Background: an optimization exercise with open tools, aiming at small area. Do not read the settings as production practice.
The RTL was checked by simulation tests, not by an equivalence proof against the original design.
Power is estimated from default activity; no workload was simulated.

<file path="design/flow/config.mk">
export PLATFORM = sky130hd
export DESIGN_NAME = Top
export DESIGN_NICKNAME = Top
export VERILOG_FILES = /design/flow/design.v
export SDC_FILE = /design/flow/constraint.sdc
export NUM_CORES = 4
export LEC_CHECK = 0
export CAP_MARGIN = 20
export CORE_MARGIN = 2
export CORE_UTILIZATION = 40
export SLEW_MARGIN = 20
</file>
<file path="design/flow/constraint.sdc">
create_clock -name core_clock -period 10.0 [get_ports {clk}]
set_input_delay 2.0000 -clock core_clock [delete_from_list [all_inputs] [get_ports {clk}]]
set_output_delay 2.0000 -clock core_clock [all_outputs]
set_load 0.01 [all_outputs]
</file>
<file path="design/flow/design.v">
`default_nettype	none
module	debouncer(i_clk, i_rst, i_in, o_debounced, o_debug);
	parameter	NIN=16+5, LGWAIT=17;
	input	wire			i_clk;
	input	wire			i_rst;
	input	wire	[(NIN-1):0]	i_in;
	output	reg	[(NIN-1):0]	o_debounced;
	output	wire	[30:0]		o_debug;
	reg			different, ztimer;
	reg	[(NIN-1):0]	r_in, q_in, r_last;
	reg	[(LGWAIT-1):0]	timer;
	always @(posedge i_clk)
		if (i_rst)
			q_in <= 0;
		else
			q_in <= i_in;
	always @(posedge i_clk)
		if (i_rst)
			r_in <= 0;
		else
			r_in <= q_in;
	always @(posedge i_clk)
		if (i_rst)
			r_last <= 0;
		else
			r_last <= r_in;
	always @(posedge i_clk)
		if (i_rst)
		begin
			ztimer <= 1'b1;
			timer  <= 0;
		end else if ((ztimer)&&(different))
		begin
			timer  <= {(LGWAIT) {1'b1} };
			ztimer <= 1'b0;
		end else if (!ztimer)
		begin
			timer  <= timer - 1'b1;
			ztimer <= (timer[(LGWAIT-1):1] == 0);
		end else begin
			ztimer <= 1'b1;
			timer  <= 0;
		end
	always @(posedge i_clk)
		if (i_rst)
			different <= 1'b0;
		else
			different <= ((different)&&(!ztimer))||(r_in != o_debounced);
	always @(posedge i_clk)
		if (i_rst)
			o_debounced <= { (NIN) {1'b0} };
		else if (ztimer)
			o_debounced <= r_last;
	reg	trigger;
	always @(posedge i_clk)
		if (i_rst)
			trigger <= 1'b0;
		else
			trigger <= (!ztimer)&&(!different)&&(!(|i_in))
				&&(timer[(LGWAIT-1):2]==0)&&(timer[1]);
	wire	[30:0]	debug;
	assign	debug[30] = ztimer;
	assign	debug[29] = trigger;
	assign	debug[28] = 1'b0;
	generate
	if (NIN >= 14)
	begin
		assign debug[27:14] = o_debounced[13:0];
		assign debug[13: 0] = r_in[13:0];
	end else begin
		assign	debug[27 :(14+NIN)] = 0;
		assign	debug[(14+NIN-1):14] = o_debounced;
		assign	debug[13 :NIN] = 0;
		assign	debug[(NIN-1):0] = r_in;
	end endgenerate
	assign	o_debug = debug;
endmodule
`default_nettype wire
`timescale 1ns / 1ps
module Clock_Generator (
    input clk,   
    input rst,   
    input btnU,  
    input btnC,  
    input btnD,  
    output reg slow_clk,  
    output reg reset
);
    logic btnU_debounced;
    logic btnC_debounced;
    logic btnD_debounced;
    logic prev_btnU_debounced;
    logic prev_btnC_debounced;
    logic prev_btnD_debounced;
    debouncer # (.NIN(1), .LGWAIT(3)) debouncer_inst1
    (
        .i_clk(clk),
        .i_rst(rst),
        .i_in(btnU),
        .o_debounced(btnU_debounced),
        .o_debug()
    );
    debouncer # (.NIN(1), .LGWAIT(3)) debouncer_inst2
    (
        .i_clk(clk),
        .i_rst(rst),
        .i_in(btnC),
        .o_debounced(btnC_debounced),
        .o_debug()
    );
    debouncer # (.NIN(1), .LGWAIT(3)) debouncer_inst3
    (
        .i_clk(clk),
        .i_rst(rst),
        .i_in(btnD),
        .o_debounced(btnD_debounced),
        .o_debug()
    );
    parameter [31:0] speed_1 = 7, speed_2 = 3, speed_3 = 1, speed_4 = 0;
    logic [31:0] speed_selection;
    logic [1:0] i;
    logic [31:0] counter;
    always @ (*) begin
        case (i)
            2'd0: speed_selection = speed_1;
            2'd1: speed_selection = speed_2;
            2'd2: speed_selection = speed_3;
            default: speed_selection = speed_4;
        endcase
    end
    logic pause;
    always @ (posedge clk) begin
        if (rst) begin
            pause = 1'b0;
            i <= 2'd0;
            counter <= 32'd0;
            slow_clk <= 1'b0;
            reset <= 1'b0;
            prev_btnU_debounced <= 1'b0;
            prev_btnC_debounced <= 1'b0;
            prev_btnD_debounced <= 1'b0;
        end else begin
            if (btnC_debounced && !prev_btnC_debounced) begin  
                pause = ~pause;
            end
            if (!pause && btnU_debounced && !prev_btnU_debounced) begin  
                i <= i + 1'd1;  
                if (i == 2'd3) begin
                    i <= 2'd0;
                end
            end
            if (!pause && (counter >= speed_selection)) begin  
                counter <= 32'd0;
                slow_clk <= ~slow_clk;
            end else if (!pause) begin
                counter <= counter + 1;
            end else begin
                counter <= counter;
            end
            if (btnD_debounced && !prev_btnD_debounced) begin  
                i <= 2'd0;
                counter <= 32'd0;
                reset <= 1'b1;
            end else begin
                reset <= 1'b0;
            end
            prev_btnU_debounced <= btnU_debounced;
            prev_btnC_debounced <= btnC_debounced;
            prev_btnD_debounced <= btnD_debounced;
        end
    end
endmodule
`timescale 1ns / 1ps
module Counter(
    input clk,  
    input rst,  
    input slow_clk,  
    input reset,  
    output [31:0] data  
);
    logic [3:0] a0, a1;                            
    logic [3:0] b2, b3;                           
    logic [3:0] b4, b5;                           
    logic [3:0] b6, b7;                           
    logic prev_slow_clk;
    always @ (posedge clk) begin
        if (rst || reset) begin
            a0 <= 4'd0;
            a1 <= 4'd0;
            b2 <= 4'd0;
            b3 <= 4'd0;
            b4 <= 4'd0;
            b5 <= 4'd0;
            b6 <= 4'd0;
            b7 <= 4'd0;
        end else if (slow_clk && !prev_slow_clk) begin
            if (a0 == 4'd9) begin
                a0 <= 4'd0;
                a1 <= a1 + 1'd1;
            end else begin
                a0 <= a0 + 1'd1;  
            end
            if (a1 == 4'd9 && a0 == 4'd9) begin
                a1 <= 4'd0;
                b2 <= b2 + 1'd1;
            end
            if (b2 == 4'd9 && a1 == 4'd9 && a0 == 4'd9) begin
                b2 <= 4'd0;
                b3 <= b3 + 1'd1;
            end
            if (b3 == 4'd5 && b2 == 4'd9 && a1 == 4'd9 && a0 == 4'd9) begin
                b3 <= 4'd0;
                b4 <= b4 + 1'd1;
            end
            if (b4 == 4'd9 && b3 == 4'd5 && b2 == 4'd9 && a1 == 4'd9 && a0 == 4'd9) begin
                b4 <= 4'd0;
                b5 <= b5 + 1'd1;
            end
            if (b5 == 4'd5 && b4 == 4'd9 && b3 == 4'd5 && b2 == 4'd9 && a1 == 4'd9 && a0 == 4'd9) begin
                b5 <= 4'd0;
                b6 <= b6 + 1'd1;
            end
            if (b6 == 4'd9 && b5 == 4'd5 && b4 == 4'd9 && b3 == 4'd5 && b2 == 4'd9 && a1 == 4'd9 && a0 == 4'd9) begin
                b6 <= 4'd0;
                b7 <= b7 + 1'd1;
            end
            if (b7 == 4'd9 && b6 == 4'd9 && b5 == 4'd5 && b4 == 4'd9 && b3 == 4'd5 && b2 == 4'd9 && a1 == 4'd9 && a0 == 4'd9) begin
                b7 <= 4'd0;
            end
        end
        if (rst)
            prev_slow_clk <= 1'b0;
        else
            prev_slow_clk <= slow_clk;  
    end
    assign data = {b7, b6, b5, b4, b3, b2, a1, a0};
endmodule
`default_nettype wire
`timescale 1ns / 1ps
module Seven_Seg(
    input clk,   
    input rst,   
    input [31:0] data,    
    output reg [7:0] anode,  
    output reg dp,   
    output reg [6:0] cathode  
    );
    reg [7:0] enable;    
    reg [3:0] data_disp;  
    reg [16:0] count_fast;           
    reg seven_seg_enable;            
     always @(posedge clk) begin
         if (rst) begin
            count_fast <= 17'b0;
            seven_seg_enable <= 1'b0;
         end else begin
         count_fast <= count_fast+1;     
         if(count_fast == 17'd100) begin   
            seven_seg_enable <= 1'b1;    
            count_fast <= 17'b0;     
         end
         else seven_seg_enable <= 0;     
         end
     end
     always @(posedge clk) begin
         if (rst) begin
            anode <= 8'hFF;   
            enable <= 8'b00000001;    
         end else if(seven_seg_enable) begin  
            enable <= (enable == 8'h80)? 8'h01 : (enable << 1);  
            anode <= ~enable;    
         end
     end
      always @ (*) begin                       
        case (anode)     
            8'b11111110 : begin
                data_disp = data[3:0];
                dp = 1'b1;
            end
            8'b11111101 : begin 
                data_disp = data[7:4];
                dp = 1'b1;
            end
            8'b11111011 : begin 
                data_disp = data[11:8];
                dp = 1'b0;   
            end
            8'b11110111 : begin  
                data_disp = data[15:12];
                dp = 1'b1; 
            end
            8'b11101111 : begin
                data_disp = data[19:16];
                dp = 1'b0;   
            end
            8'b11011111 : begin  
                data_disp = data[23:20];
                dp = 1'b1;
            end
            8'b10111111 : begin 
                data_disp = data[27:24];
                dp = 1'b0;   
            end
            8'b01111111 : begin  
                data_disp = data[31:28];
                dp = 1'b1;
            end
            default : begin
                data_disp = 4'h0;
                dp = 1'b1;
            end
        endcase 
        case (data_disp)  
            4'h0 : cathode = 7'b1000000; 
            4'h1 : cathode = 7'b1111001;
            4'h2 : cathode = 7'b0100100;
            4'h3 : cathode = 7'b0110000;
            4'h4 : cathode = 7'b0011001;
            4'h5 : cathode = 7'b0010010;
            4'h6 : cathode = 7'b0000010;
            4'h7 : cathode = 7'b1111000;
            4'h8 : cathode = 7'b0000000;
            4'h9 : cathode = 7'b0010000;
            4'hA : cathode = 7'b0001000;
            4'hB : cathode = 7'b0000011;
            4'hC : cathode = 7'b1000110;
            4'hD : cathode = 7'b0100001;
            4'hE : cathode = 7'b0000110;
            4'hF : cathode = 7'b0001110;
         endcase
    end 
endmodule
`default_nettype wire
`timescale 1ns / 1ps
module Top(
    input clk,  			 
    input rst,               
    input btnU,              
    input btnC, 			 
    input btnD,              
    output dp,  			 
    output [7:0]SevenSegAn, 		 
    output [6:0]SevenSegCat  	 
);
    wire slow_clk;
    wire reset;
    Clock_Generator Clock_Generator_inst(.clk(clk), .rst(rst), .btnU(btnU), .btnC(btnC), .btnD(btnD), .slow_clk(slow_clk), .reset(reset));
    wire [31:0] data;    
    Counter Counter_inst(.clk(clk), .rst(rst), .slow_clk(slow_clk), .reset(reset), .data(data));
    Seven_Seg Seven_Seg_inst(.clk(clk), .rst(rst), .data(data), .anode(SevenSegAn), .dp(dp), .cathode(SevenSegCat));
endmodule
</file>
<file path="design/flow/run.sh">
#!/bin/bash
# synth_recipe.tcl (not shown) runs the flow's synth.tcl, then flattens the netlist and writes it again
# the make line also repeats each setting of config.mk as NAME=value (left out here)
make -C /OpenROAD-flow-scripts/flow DESIGN_CONFIG=/design/flow/config.mk WORK_HOME=/design/flow/orfs CLKGATE_MAP_FILE= SYNTH_SCRIPT=/design/flow/synth_recipe.tcl finish
</file>
==> impl_metrics.yaml <==
status:
  outcome: "finished clean"
drt:
  firstDrtPassIters: 5
  first_iter_violations: 300
  wl_per_cell_um: 13.1
  drc_errors: 0
  vias_per_cell: 5.23
  route.met3.wl_um: 508
  vias: 5084
  met1_length_mm: 5.87
  top_layer_used: "met4"
  antenna_left: 0
  wl_mm: 12.7
  met2_wirelength_mm: 6.14
clocking:
  clock-sinks: 134
  cts-buffers-inserted: 17
  clock_latency_ns: 0.42
  htreeDepth: 4
  post_cts_buffers: 0
  cts_root_buffer: "clkbuf_16"
  cts_tree: "done"
  cts_resized: 0
  ctsHoldBuffers: 0
  clock_path_buffers: 2
  path_clk_slew_ns: 0.06
synth:
  synth_area_leader_cell: "dfxtp_1"
  synthXorXnorAreaFrac_pct: 5.22
  yosys.cell_types.count: 58
  synth_compound_area_share_pct: 12.6
  synthAdderAreaFrac_pct: 6.67
  syn_area_per_cell_um2: 8.67
  synth_top_family_by_area: "simple AND/OR/NAND/NOR gates"
  synth_top_area_share_pct: 42.1
  ys_seq_area_share_pct: 42.1
  ys_warn_count: 4
  syn_inst: 735
  synth_edf_count: 0
  yosys.area_share.simple_pct: 25.8
  synthTopCellsByArea: "dfxtp_1 42%, ha_1 6.7%, nor2_1 6.4%"
  netlist_area_um2: 6370
  synthFlopType: "dfxtp_1"
  synth_fp_nets: 774
  async_flop_share_pct: 0
  muxShareOfSynthArea_pct: 3.14
  synth-seq-cells: 134
die:
  core_area_um2: 15700
  chipHeight_um: 130
  io_pins: 21
  start_util_pct: 40.6
  rows: 46
  dieWidth_um: 130
  die-area_um2: 17000
sta:
  setup_viol: 0
  skew_ns: 0.00577
  maxSlewHeadroom_pct: 36.5
  period_needed_ns: 5.05
  timing.final.crit_share_pct: 50.5
  drv_slew: 0
  tns_ns: 0
  clock.fmax_mhz: 198
  grt_setup_unrepaired: "false"
  worstMarginPinSlew_ns: 0.944
  final-hold-violation-count: 0
cells_and_area:
  layout_commonest_cell: "dfxtp_1"
  mostFrequentLayoutCells: "134 x dfxtp_1, 108 x nor2_1, 49 x a21oi_1"
  diodes: 0
  fin_nets: 783
  drive_gt1_share_pct: 6.47
  final_cells: 973
  syn2layout_area_growth_pct: 14.2
  nFillCells: 1511
grt:
  grt_pass1_wl_mm: 21.8
  grt_pass1_vias: 4723
  grt_overflow: 0
  grt.total_usage_pct: 16.1
  antenna_found_initial: 0
  grt_max_degree: 52
worst_setup_path:
  cpMaxStageDelayCell: "clkdlybuf4s50_1"
  endpoint_kind: "output pin"
  crit_chain: "nand2_1, or3_1, nor2b_1, a211o_1, mux2i_1, a21o_1, clkdlybuf4s50_1"
  r2r_slack_ns: 7.54
  worst-path-buf-inv: 1
  path_class: "reg2out"
  r2r_start: "Counter_inst.a1[0]$_SDFFE_PP0P_"
  timing.rr.end: "Counter_inst.b4[0]$_SDFFE_PP0P_"
  slowest_delay_ns: 0.53
  reg2regPathDepth: 6
  start_kind: "register"
  arrival_ns: 3.05
  path_max_fanout: 15
  required_ns: 8.00
  crit_cells: 7
  cpLargestDelayFamily: "simple AND/OR/NAND/NOR gates"
placed_design:
  hpwlAfterDp_mm: 8.84
  place_inst: 941
  place_congestion: 0.922
  io_buffers: 20
job:
  cap_viol_max_count: 0
power:
  ir_drop_uv: 118
  leakage_nw: 2.76
  totalPowerFinal_w: 0.00120
  powerDensity_nw_per_um2: 165
hold_path:
  hold_start: "Clock_Generator_inst.debouncer_inst1.q_in$_SDFF_PP0_"
  min_to: "Clock_Generator_inst.debouncer_inst1.r_in$_SDFF_PP0_"
  hold_depth: 1
  hold_class: "reg2reg"
-- final cells by class --
cell class	count	area, µm²	area share (%)
multi-input cells	535	3400	46.8
flip-flops and latches	134	2680	36.8
clock buffers	18	439	6.03
well taps	216	270	3.71
repair buffers	21	203	2.78
clock inverters	14	150	2.06
inverters	35	131	1.80
-- synth_stat cells, types with 6 or more instances --
cell type,count
nand4_1,13
o21ai_0,20
nor3_1,19
clkbuf_1,23
mux2i_1,20
a21oi_1,49
nor2b_1,28
nand2b_1,23
nand3_1,17
a31oi_1,7
xor2_1,19
o22ai_1,10
or3_1,16
inv_1,35
a22oi_1,15
dfxtp_1,134
and3b_1,6
ha_1,34
xnor2_1,19
nor4_1,12
nand2_1,41
nor2_1,108
-- flip-flops by register name, summed over array words and instances, names as in the netlist, 8 cells and up --
signal                        cells
Seven_Seg_inst.enable             8
Clock_Generator_inst.counter     32
Seven_Seg_inst.count_fast        17
Seven_Seg_inst.anode              8
-- power breakdown --
part / internal (W) / total, W / switching [W]
combinational: 0.0000145 / 0.0000337 / 0.0000192
clock: 0.000375 / 0.000615 / 0.000240
sequential: 0.000542 / 0.000551 / 0.00000827
-- cell families (layout without fill, tap and decap cells) --
family	after synthesis	count (layout)
adder cells (fa/ha/maj)	34	34
XOR/XNOR	38	38
AND/OR/NAND/NOR	315	315
AO/OA/AOI/OAI	128	128
buffers and inverters	66	88
flip-flops	134	134
multiplexers	20	20
-- through the flow --
step	area, µm²	worst slack (ns)	utilization [%]	hold slack [ns]
2_1_floorplan	6370	5.96	-	0.414
3_3_place_gp	6690	5.50	42.6	0.423
3_5_place_dp	6690	5.43	42.6	0.426
4_1_cts	7280	4.97	46.3	0.439
5_1_grt	7280	4.75	46.3	0.453
6_report	7280	4.95	46.3	0.436
-- layer usage --
metal	vias up	GRT usage [%]
met5	-	0
met3	14	4.76
met2	77	27.2
met4	0	6.39
li1	2572	-
met1	2421	19.3
-- worst max path at each step --
stage                                         startpoint        endpoint
CTS                 Seven_Seg_inst.anode[3]$_SDFFE_PP1P_  SevenSegCat[4]
global route        Seven_Seg_inst.anode[6]$_SDFFE_PP1P_  SevenSegCat[4]
global placement    Seven_Seg_inst.anode[4]$_SDFFE_PP1P_  SevenSegCat[5]
detailed placement  Seven_Seg_inst.anode[3]$_SDFFE_PP1P_  SevenSegCat[4]
finish              Seven_Seg_inst.anode[2]$_SDFFE_PP1P_  SevenSegCat[4]
floorplan           Seven_Seg_inst.anode[5]$_SDFFE_PP1P_  SevenSegCat[1]

separate check: timing with driven ports:
In the flow no input, the clock included, has a driving cell. The finished layout below was timed again as built, in two steps.
Step 1, drivers: a clkbuf_16 drives clk and a buf_2 each remaining input, both assumed.
Step 2, shift: input delay + t, output delay - t, t = (earliest + latest rising clock arrival at the registers) / 2. This alone moves slack from input paths to output paths.
Slacks: ideal ports / drivers / drivers and shift; pairs: ideal ports / drivers.
shift t [ns]: 0.455
setup WS [ns]: 4.951 / 4.911 / 5.366
worst setup path after step 2: register to output
worst data-port slew with drivers (ns): 0.03
pins driven straight from the clock port: 1
After both steps setup and hold are still met in this run. For this run, drivers alone change the setup slack by -0.040 ns; drivers and shift together by +0.415 ns.
